This is an optimization exercise on Yosys and OpenROAD, whose aim is small area, a short achievable clock period and few clock cycles per item, not a production implementation.
In this exercise RTL edits were held to simulation tests only and were not proved equivalent to the original.

==> v13 <==
// precalc
module precalc(
  input clk,
  input rst,
  input [121:0] vertices_data,
  input vertices_empty,
  output vertices_pull,
  output reg [216:0] triangle_data,
  input triangle_full,
  output reg triangle_push
);
assign vertices_pull = ~triangle_full;
wire [7:0] cmd_s0 = vertices_data[121:114];
reg [7:0] cmd_s1; always @(posedge clk) cmd_s1 <= cmd_s0;
reg [7:0] cmd_s2; always @(posedge clk) cmd_s2 <= cmd_s1;
reg [7:0] cmd_s3; always @(posedge clk) cmd_s3 <= cmd_s2;
reg [7:0] cmd_s4; always @(posedge clk) cmd_s4 <= cmd_s3;
reg [7:0] cmd_s5; always @(posedge clk) cmd_s5 <= cmd_s4;
reg [7:0] cmd_s6; always @(posedge clk) cmd_s6 <= cmd_s5;
reg [7:0] cmd_s7; always @(posedge clk) cmd_s7 <= cmd_s6;
reg [7:0] cmd_s8; always @(posedge clk) cmd_s8 <= cmd_s7;
reg [7:0] cmd_s9; always @(posedge clk) cmd_s9 <= cmd_s8;
reg [7:0] cmd_s10; always @(posedge clk) cmd_s10 <= cmd_s9;
reg [7:0] cmd_s11; always @(posedge clk) cmd_s11 <= cmd_s10;
reg [7:0] cmd_s12; always @(posedge clk) cmd_s12 <= cmd_s11;
reg [7:0] cmd_s13; always @(posedge clk) cmd_s13 <= cmd_s12;
reg [7:0] cmd_s14; always @(posedge clk) cmd_s14 <= cmd_s13;
reg [7:0] cmd_s15; always @(posedge clk) cmd_s15 <= cmd_s14;
reg [7:0] cmd_s16; always @(posedge clk) cmd_s16 <= cmd_s15;
reg [7:0] cmd_s17; always @(posedge clk) cmd_s17 <= cmd_s16;
reg [7:0] cmd_s18; always @(posedge clk) cmd_s18 <= cmd_s17;
wire [37:0] av_s0 = vertices_data[113:76];
wire [37:0] bv_s0 = vertices_data[75:38];
wire [37:0] cv_s0 = vertices_data[37:0];
wire [6:0] dab_s0 = {1'b0,bv_s0[31:26]} - {1'b0,av_s0[31:26]};
wire [6:0] dac_s0 = {1'b0,cv_s0[31:26]} - {1'b0,av_s0[31:26]};
wire [6:0] dbc_s0 = {1'b0,cv_s0[31:26]} - {1'b0,bv_s0[31:26]};
wire [0:0] sab_s0 = ~dab_s0[6];
wire [0:0] sac_s0 = ~dac_s0[6];
wire [0:0] sbc_s0 = ~dbc_s0[6];
wire [37:0] v1_s0 = (sab_s0 & sac_s0) ? av_s0 : ((!sab_s0 & sbc_s0) ? bv_s0 : cv_s0);
reg [37:0] v1_s1; always @(posedge clk) v1_s1 <= v1_s0;
wire [37:0] v3_s0 = (sac_s0 & sbc_s0) ? cv_s0 : ((!sbc_s0 & sab_s0) ? bv_s0 : av_s0);
reg [37:0] v3_s1; always @(posedge clk) v3_s1 <= v3_s0;
wire [37:0] v2_s0 = ((sab_s0 & sbc_s0) | (!sab_s0 & !sbc_s0)) ? bv_s0 : (((sab_s0 & !sac_s0) | (!sab_s0 & sac_s0)) ? av_s0 : cv_s0);
reg [37:0] v2_s1; always @(posedge clk) v2_s1 <= v2_s0;
wire [0:0] valid_s0 = ~vertices_empty & ~triangle_full & ~rst;
  ...
Settings: LEC_CHECK=0, ABC_AREA=1, CAP_MARGIN=20, CORE_MARGIN=2, CORE_UTILIZATION=40, SETUP_SLACK_MARGIN=2.7, SLEW_MARGIN=20; clock period 5.5 ns.
run.sh (not shown) runs the stock make flow with config.mk's settings and CLKGATE_MAP_FILE= SYNTH_SCRIPT=/design/flow/synth_recipe.tcl, a recipe that flattens the netlist after the stock synthesis.
==> inputs of v31, as changes to v13 <==
SETUP_SLACK_MARGIN = 2.85   (was 2.7)
==> comparison table <==
| metric | v13 | v31 |
|---|---|---|
| Worst slack after detailed placement | 0.9265 ns | 0.9441 ns |
| Critical Path Start | y2_s6[1] | qm_cs1_s2[11] |
| HP Start | mz_b8_s16 | mb_b7_s14 |
| Worst reg2reg startpoint | y2_s6[1] | qm_cs1_s2[11] |
| Global-route met2 utilization | 32.93% | 33.26% |
| Max Clock Freq | 355.8 MHz | 359.7 MHz |
| Sum of met3 wire segment lengths after detailed routing | 18540 um | 18170 um |
| Worst Path Max Fanout | 4 | 3 |
| Number of buffers inserted by post-CTS setup repair | 134 | 249 |
| Count of clock-net buffers in the final layout | 639 | 623 |
| Slew at the pin with the worst max-slew slack | 1.154 ns | 1.200 ns |
| Post-cts repair resize count | 833 | 1634 |
| Routability congestion estimate from global placement | 0.9141 | 0.9297 |
| Detail-routed net length per standard cell | 17.06 um | 17.21 um |
| Status | timing/DRC/antenna clean | timing/DRC/antenna clean |
| Hold slack | 0.2853 ns | 0.2677 ns |
| Tightest slew margin relative to the limit | 22.57% | 19.46% |
| Master of the slowest instance on the critical path | sky130_fd_sc_hd__xor2_1 | sky130_fd_sc_hd__fa_1 |
| Detailed-placement wirelength estimate | 355400 um | 354900 um |
| Footprint of the multi-input gates | 83100 um^2 | 84870 um^2 |
| Portion of the layout cell area used by non-clock buffers | 2.958% | 3.611% |
| Multi-input combinational gate total | 11640 | 11650 |
Testbench counts of v13, summed over its fixed seeds: cycles 656, items 512.
Testbench counts of v31, summed over its fixed seeds: cycles 656, items 512.


==> inputs of job 6677 <==
precalc again, from the RTL that the note above started with.
Settings: LEC_CHECK=0, ABC_AREA=1, CAP_MARGIN=20, CORE_MARGIN=2, CORE_UTILIZATION=50, SETUP_SLACK_MARGIN=2.7, SLEW_MARGIN=20; clock period 5.5 ns.
==> job 8966: changes against job 6677 <==
- SETUP_SLACK_MARGIN: 2.7 -> 2.85
==> metrics.md <==
| Metric | Value |
|---|---|
| Multi-input gates | `11641` |
| Outcome | `timing/DRC/antenna clean` |
| Placed Instances | `24432` |
That was job 6677.
==> metrics.md <==
| Metric | Value |
|---|---|
| Placed Instances | `approximately 24000` |
| Outcome | `timing/DRC/antenna clean` |
| Cell taking the most area after synthesis | `dfxtp_1` |
| Worst slack, placed | `roughly 940 ps` |
That was job 8966.
Testbench counts of job 6677, summed over its fixed seeds: cycles 656, items 512.
Testbench counts of job 8966, summed over its fixed seeds: cycles 656, items 512.

-- afterwards: timing with drivers on the ports --
No port has a modelled driver above. Below, the same layouts with a new extraction and two added sets of constraints. Step 1, drivers: a clkbuf_16 drives clk and a buf_2 each remaining input, both assumed. Step 2 also shifts input and output timing later by t, the mid clock arrival at the registers, as if the neighbouring blocks saw the same clock. Three values: ideal ports, drivers, drivers and shift; two values: the first two.
run	shift t [ns]	slack for setup (ns)	worst setup path at the end	latest minus earliest clock arrival (ns)	worst data-port slew with drivers (ns)
v13	1.131	2.690 / 2.690 / 1.679	input to register	0.118 / 0.118	0.10
v31	1.131	2.720 / 2.720 / 1.820	input to register	0.096 / 0.095	0.16
job 6677	1.067	2.600 / 2.600 / 1.832	input to register	0.122 / 0.123	0.16
job 8966	1.062	2.690 / 2.690 / 1.885	input to register	0.140 / 0.141	0.10
After both steps setup and hold are still met in every run listed. The setup slack of v13, which loses most, moves by 0.000 ns with the drivers and by -1.011 ns with both steps.
